What follows belongs to an exercise in optimizing a design on an open flow for small area; a production flow would make more cautious choices.
Only simulation tests tie the RTL to the original design; equivalence was not proved.
Power figures rest on the tool's default switching activity, not on a simulated workload.

==> run a: inputs <==
==> flow/design.v (excerpt) <==
module event_monitor_top (
  input  logic        clk,
  input  logic        rst_n,
  input  logic [7:0]  probe_id,
  input  logic [31:0] probe_data,
  input  logic        bus_wr,
  input  logic        bus_rd,
  input  logic [7:0]  bus_addr,
  input  logic [31:0] bus_wdata,
  output logic [31:0] bus_rdata
);
==> module event_monitor_top, before the edit <==
module event_monitor_top (
  input  logic        clk,
  input  logic        rst_n,
  input  logic [7:0]  probe_id,
  input  logic [31:0] probe_data,
  input  logic        bus_wr,
  input  logic        bus_rd,
  input  logic [7:0]  bus_addr,
  input  logic [31:0] bus_wdata,
  output logic [31:0] bus_rdata
);
  logic a_ctrl, a_tval, a_tmask, a_stat, a_ed, a_eid, a_ehi, a_ts;
  assign a_ctrl  = (bus_addr == 8'h00);
  assign a_tval  = (bus_addr == 8'h04);
  assign a_tmask = (bus_addr == 8'h08);
  assign a_stat  = (bus_addr == 8'h0C);
  assign a_ed    = (bus_addr == 8'h10);
  assign a_eid   = (bus_addr == 8'h14);
  assign a_ehi   = (bus_addr == 8'h18);
  assign a_ts    = (bus_addr == 8'h1C);
  logic [31:0] control, trig_value, trig_mask, ts;
  logic        clear_sticky;
  assign clear_sticky = bus_wr & a_ctrl & bus_wdata[3];
  always_ff @(posedge clk or negedge rst_n) begin
    if (!rst_n) begin
      control    <= '0;
      trig_value <= '0;
      trig_mask  <= '0;
    end else begin
      if (bus_wr & a_ctrl)  control    <= bus_wdata;
      if (bus_wr & a_tval)  trig_value <= bus_wdata;
      if (bus_wr & a_tmask) trig_mask  <= bus_wdata;
    end
  end
  logic en, arm, mode;
  assign en   = control[0];
  assign arm  = control[1];
  assign mode = control[2];
  always_ff @(posedge clk or negedge rst_n) begin
    if (!rst_n)               ts <= '0;
    else if (bus_wr & a_ts)   ts <= bus_wdata;
    else if (en)              ts <= ts + 32'd1;
  end
  logic [31:0] masked;
  logic        m_zero, prev_zero, hit, capture;
  assign masked = probe_data & trig_mask;
  assign m_zero = (masked == 32'd0);
  assign hit = mode ? (prev_zero & ~m_zero)
                    : (((probe_data ^ trig_value) & trig_mask) == 32'd0);
  assign capture = en & arm & hit;
  always_ff @(posedge clk or negedge rst_n) begin
    if (!rst_n) prev_zero <= 1'b1;
    else        prev_zero <= m_zero;
  end
  logic        push_pending;
  logic [71:0] pending;
  always_ff @(posedge clk) pending <= {ts, probe_id, probe_data};
  logic [71:0] mem [0:15];
  logic [3:0]  wptr, rptr;
  logic [4:0]  count;
  logic        empty, full, pop, push, ovf_d;
  logic        trig_sticky, ovf_sticky;
  assign empty = (count == 5'd0);
  assign full  = count[4];
  assign pop   = bus_rd & a_ehi & ~empty;
  assign push  = push_pending & (~full | pop);
  always_ff @(posedge clk or negedge rst_n) begin
    if (!rst_n) begin
      push_pending <= 1'b0;
      wptr  <= '0;
      rptr  <= '0;
      count <= '0;
      ovf_d <= 1'b0;
      trig_sticky <= 1'b0;
      ovf_sticky  <= 1'b0;
    end else begin
      push_pending <= capture;
      ovf_d <= push_pending & full & ~pop;
      if (push) wptr <= wptr + 4'd1;
      if (pop)  rptr <= rptr + 4'd1;
      if (push & ~pop) count <= count + 5'd1;
      else if (pop & ~push) count <= count - 5'd1;
      if (clear_sticky) begin
        trig_sticky <= 1'b0;
        ovf_sticky  <= 1'b0;
      end else begin
        if (capture) trig_sticky <= 1'b1;
        if (ovf_d)   ovf_sticky  <= 1'b1;
      end
    end
  end
  always_ff @(posedge clk) begin
    if (push) mem[wptr] <= pending;
  end
  logic [71:0] shown;
  always_ff @(posedge clk) shown <= empty ? pending : mem[rptr];
  always_comb begin
    bus_rdata = 32'd0;
    if (a_ctrl)  bus_rdata = bus_rdata | control;
    if (a_tval)  bus_rdata = bus_rdata | trig_value;
    if (a_tmask) bus_rdata = bus_rdata | trig_mask;
    if (a_stat)  bus_rdata = bus_rdata | {14'd0, ovf_sticky, trig_sticky, 3'd0, count, 6'd0, full, empty};
    if (a_ed & ~empty)  bus_rdata = bus_rdata | shown[31:0];
    if (a_eid & ~empty) bus_rdata = bus_rdata | shown[63:32];
    if (a_ehi & ~empty) bus_rdata = bus_rdata | {24'd0, shown[71:64]};
    if (a_ts)    bus_rdata = bus_rdata | ts;
  end
endmodule
==> flow/config.mk <==
export PLATFORM = sky130hd
export DESIGN_NAME = event_monitor_top
export DESIGN_NICKNAME = event_monitor_top
export VERILOG_FILES = /design/flow/design.v
export SDC_FILE = /design/flow/constraint.sdc
export NUM_CORES = 4
export LEC_CHECK = 0
export CAP_MARGIN = 20
export CORE_MARGIN = 2
export CORE_UTILIZATION = 60
export CTS_BUF_LIST = sky130_fd_sc_hd__clkbuf_8
export CTS_CLUSTER_SIZE = 20
export SLEW_MARGIN = 20
==> flow/constraint.sdc <==
create_clock -name core_clock -period 10.0 [get_ports {clk}]
set_input_delay 2.0000 -clock core_clock [delete_from_list [all_inputs] [get_ports {clk}]]
set_output_delay 2.0000 -clock core_clock [all_outputs]
set_load 0.01 [all_outputs]
run.sh (not shown) runs the stock make flow with config.mk's settings and CLKGATE_MAP_FILE= SYNTH_SCRIPT=/design/flow/synth_recipe.tcl, a recipe that flattens the netlist after the stock synthesis.
==> run b: changes against run a <==
==> flow/design.v (replaced) <==
module fifo_cell_upd (
  input  logic q,
  input  logic we,
  input  logic we_n,
  input  logic d,
  output logic y
);
  assign y = ~((q | we) & (d | we_n));
endmodule
module fifo_sel3 (
  input  logic [2:0] q,
  input  logic [2:0] s,
  output logic       y_n
);
  assign y_n = ~|(q & s);
endmodule
module fifo_sel1 (
  input  logic q,
  input  logic s,
  output logic y_n
);
  assign y_n = ~(q & s);
endmodule
module reg_upd (
  input  logic q,
  input  logic we,
  input  logic we_n,
  input  logic d,
  output logic y
);
  assign y = (q | we) & (d | we_n);
endmodule
module event_monitor_top (
  input  logic        clk,
  input  logic        rst_n,
  input  logic [7:0]  probe_id,
  input  logic [31:0] probe_data,
  input  logic        bus_wr,
  input  logic        bus_rd,
  input  logic [7:0]  bus_addr,
  input  logic [31:0] bus_wdata,
  output logic [31:0] bus_rdata
);
  logic a_ctrl, a_tval, a_tmask, a_stat, a_ed, a_eid, a_ehi, a_ts;
  assign a_ctrl  = (bus_addr == 8'h00);
  assign a_tval  = (bus_addr == 8'h04);
  assign a_tmask = (bus_addr == 8'h08);
  assign a_stat  = (bus_addr == 8'h0C);
  assign a_ed    = (bus_addr == 8'h10);
  assign a_eid   = (bus_addr == 8'h14);
  assign a_ehi   = (bus_addr == 8'h18);
  assign a_ts    = (bus_addr == 8'h1C);
  logic [31:0] control_q, trig_value_q, trig_mask_q;
  logic [31:0] control_d, trig_value_d, trig_mask_d;
  logic        c_wr, v_wr, m_wr;
  logic [2:0]  rwe, rwe_n;
  assign rwe   = {bus_wr & a_tmask, bus_wr & a_tval, bus_wr & a_ctrl};
  assign rwe_n = ~rwe;
  for (genvar b = 0; b < 32; b++) begin : g_reg
    reg_upd u_c (.q(control_q[b]),    .we(rwe[0]), .we_n(rwe_n[0]), .d(bus_wdata[b]), .y(control_d[b]));
    reg_upd u_v (.q(trig_value_q[b]), .we(rwe[1]), .we_n(rwe_n[1]), .d(bus_wdata[b]), .y(trig_value_d[b]));
    reg_upd u_m (.q(trig_mask_q[b]),  .we(rwe[2]), .we_n(rwe_n[2]), .d(bus_wdata[b]), .y(trig_mask_d[b]));
  end
  always_ff @(posedge clk) begin
    control_q    <= control_d;
    trig_value_q <= trig_value_d;
    trig_mask_q  <= trig_mask_d;
  end
  always_ff @(posedge clk or negedge rst_n) begin
    if (!rst_n) begin
      c_wr <= 1'b0;
      v_wr <= 1'b0;
      m_wr <= 1'b0;
    end else begin
      c_wr <= c_wr | rwe[0];
      v_wr <= v_wr | rwe[1];
      m_wr <= m_wr | rwe[2];
    end
  end
  logic en, arm, mode, clear_sticky;
  assign en   = c_wr & control_q[0];
  assign arm  = c_wr & control_q[1];
  assign mode = c_wr & control_q[2];
  assign clear_sticky = bus_wr & a_ctrl & bus_wdata[3];
  logic [31:0] ts;
  always_ff @(posedge clk or negedge rst_n) begin
    if (!rst_n)               ts <= '0;
    else if (bus_wr & a_ts)   ts <= bus_wdata;
    else if (en)              ts <= ts + 32'd1;
  end
  logic m_zero, prev_zero, hit, capture, lvl_hit;
  assign m_zero  = ~m_wr | ((probe_data & trig_mask_q) == 32'd0);
  assign lvl_hit = ~m_wr | (v_wr ? (((probe_data ^ trig_value_q) & trig_mask_q) == 32'd0)
                                 : ((probe_data & trig_mask_q) == 32'd0));
  assign hit = mode ? (prev_zero & ~m_zero) : lvl_hit;
  assign capture = en & arm & hit;
  always_ff @(posedge clk or negedge rst_n) begin
    if (!rst_n) prev_zero <= 1'b1;
    else        prev_zero <= m_zero;
  end
  logic        push_pending;
  logic [71:0] pending;
  always_ff @(posedge clk) pending <= {ts, probe_id, probe_data};
  logic [3:0]  wptr, rptr;
  logic [4:0]  count;
  logic        empty, full, pop, push, ovf_d, lpv;
  logic        trig_sticky, ovf_sticky;
  assign empty = (count == 5'd0);
  assign full  = count[4];
  assign pop   = bus_rd & a_ehi & ~empty;
  assign push  = push_pending & (~full | pop);
  always_ff @(posedge clk or negedge rst_n) begin
    if (!rst_n) begin
      push_pending <= 1'b0;
      wptr  <= '0;
      rptr  <= '0;
      count <= '0;
      ovf_d <= 1'b0;
      lpv   <= 1'b0;
      trig_sticky <= 1'b0;
      ovf_sticky  <= 1'b0;
    end else begin
      push_pending <= capture;
      ovf_d <= push_pending & full & ~pop;
      lpv   <= pop;
      if (push) wptr <= wptr + 4'd1;
      if (pop)  rptr <= rptr + 4'd1;
      if (push & ~pop) count <= count + 5'd1;
      else if (pop & ~push) count <= count - 5'd1;
      if (clear_sticky) begin
        trig_sticky <= 1'b0;
        ovf_sticky  <= 1'b0;
      end else begin
        if (capture) trig_sticky <= 1'b1;
        if (ovf_d)   ovf_sticky  <= 1'b1;
      end
    end
  end
  logic [15:0] we, we_n, rs, ph;
  logic [71:0] mem   [0:15];
  logic [71:0] mem_d [0:15];
  always_comb
    for (int e = 0; e < 16; e++) begin
      we[e] = push & (wptr == e[3:0]);
      rs[e] = (rptr == e[3:0]);
    end
  assign we_n = ~we;
  for (genvar e = 0; e < 16; e++) begin : g_ent
    for (genvar b = 0; b < 72; b++) begin : g_bit
      fifo_cell_upd u_upd (.q(mem[e][b]), .we(we[e]), .we_n(we_n[e]), .d(pending[b]), .y(mem_d[e][b]));
    end
  end
  always_ff @(posedge clk) begin
    for (int e = 0; e < 16; e++) mem[e] <= mem_d[e];
    ph <= we | ~ph;
  end
  logic [71:0] grp_n [0:5];
  for (genvar b = 0; b < 72; b++) begin : g_rd
    for (genvar g = 0; g < 5; g++) begin : g_grp
      fifo_sel3 u_sel (.q({mem[3*g+2][b], mem[3*g+1][b], mem[3*g][b]}),
                       .s(rs[3*g+2:3*g]), .y_n(grp_n[g][b]));
    end
    fifo_sel1 u_sel15 (.q(mem[15][b]), .s(rs[15]), .y_n(grp_n[5][b]));
  end
  logic [71:0] head;
  logic        head_ph;
  assign head_ph = |(ph & rs);
  assign head = ~(grp_n[0] & grp_n[1] & grp_n[2] & grp_n[3] & grp_n[4] & grp_n[5])
                ^ {72{head_ph}};
  logic [71:0] last_head, shown;
  always_ff @(posedge clk) last_head <= head;
  assign shown = lpv ? last_head : head;
  always_comb begin
    bus_rdata = 32'd0;
    if (a_ctrl & c_wr)  bus_rdata = bus_rdata | control_q;
    if (a_tval & v_wr)  bus_rdata = bus_rdata | trig_value_q;
    if (a_tmask & m_wr) bus_rdata = bus_rdata | trig_mask_q;
    if (a_stat)  bus_rdata = bus_rdata | {14'd0, ovf_sticky, trig_sticky, 3'd0, count, 6'd0, full, empty};
    if (a_ed & ~empty)  bus_rdata = bus_rdata | shown[31:0];
    if (a_eid & ~empty) bus_rdata = bus_rdata | shown[63:32];
    if (a_ehi & ~empty) bus_rdata = bus_rdata | {24'd0, shown[71:64]};
    if (a_ts)    bus_rdata = bus_rdata | ts;
  end
endmodule
- CORE_UTILIZATION: 60 -> 65
- CTS_BUF_LIST: sky130_fd_sc_hd__clkbuf_8 -> not set
- CTS_CLUSTER_DIAMETER: not set -> 100
- CTS_CLUSTER_SIZE: 20 -> 25
- SYNTH_HIERARCHICAL: not set -> 1
- SYNTH_MINIMUM_KEEP_SIZE: not set -> 0
==> run c: changes against run a <==
- CORE_UTILIZATION: 60 -> 40
- CTS_BUF_LIST: sky130_fd_sc_hd__clkbuf_8 -> not set
- CTS_CLUSTER_SIZE: 20 -> not set
==> results.tsv <==
stage	metric	value	unit
final_layout	P&R area growth vs syn	15.1	%
synth	sequential area share after synthesis	0.750	
synth	syn nets	2663	
power	maximum vdd drop	0.000132	V
sta	worst setup slack after layout	2.14	ns
die	Initial Util	0.404	
run_status	status	complete, no violations	
critical_path	crit path capture	bus_rdata[0]	
(the above is from run c)
==> results.tsv <==
stage	metric	value	unit
critical_path	Critical Path Most Common Cell	o21ai_0	
die	Die ar.	76200	um2
critical_path	crit path capture	bus_rdata[2]	
synth	syn nets	4239	
clock_network	clk sinks	1462	
power	maximum vdd drop	0.000164	V
global_route	pin count of the biggest net entering global routing	73	
synth	Yosys warnings	11	
die	Initial Util	0.658	
final_layout	Final Non-Filler Cells	5323	
final_layout	P&R area growth vs syn	9.88	%
run_status	status	complete, no violations	
final_layout	Seq/total area	0.559	
(the above is from run b)
==> results.tsv <==
stage	metric	value	unit
critical_path	crit path capture	bus_rdata[30]	
run_status	status	complete, no violations	
die	Initial Util	0.607	
sta	worst setup slack after layout	1.60	ns
power	Clock net power	4790	uW
power	maximum vdd drop	0.000160	V
synth	sequential area share after synthesis	0.750	
synth	syn nets	2663	
power	Leak	0.0204	uW
(the above is from run a)

==> re-timing with driven ports <==
Ports are ideal in the flow. The routed layouts listed here were re-timed in OpenROAD.
Step 1 sets driving cells, clkbuf_16 on the clock port and buf_2 on the other inputs (assumed; they add their load-dependent delay and slew).
Step 2 also shifts input and output timing later by t, the mid clock arrival at the registers, as if the neighbouring blocks saw the same clock.
Slacks: no drivers / after step 1 / after step 2; pairs: no drivers / after step 1.
run | t (ns) | setup slack, ns | cell pins on the clock port's net
run a | 0.946 | 1.604 / 1.572 / 1.572 | 1
run b | 0.714 | 2.272 / 2.249 / 2.249 | 1
run c | 0.845 | 2.143 / 2.120 / 2.120 | 1
After both steps every run listed still meets setup and hold. The setup slack of run a, which loses most, moves by -0.032 ns with the drivers and by -0.032 ns with both steps.
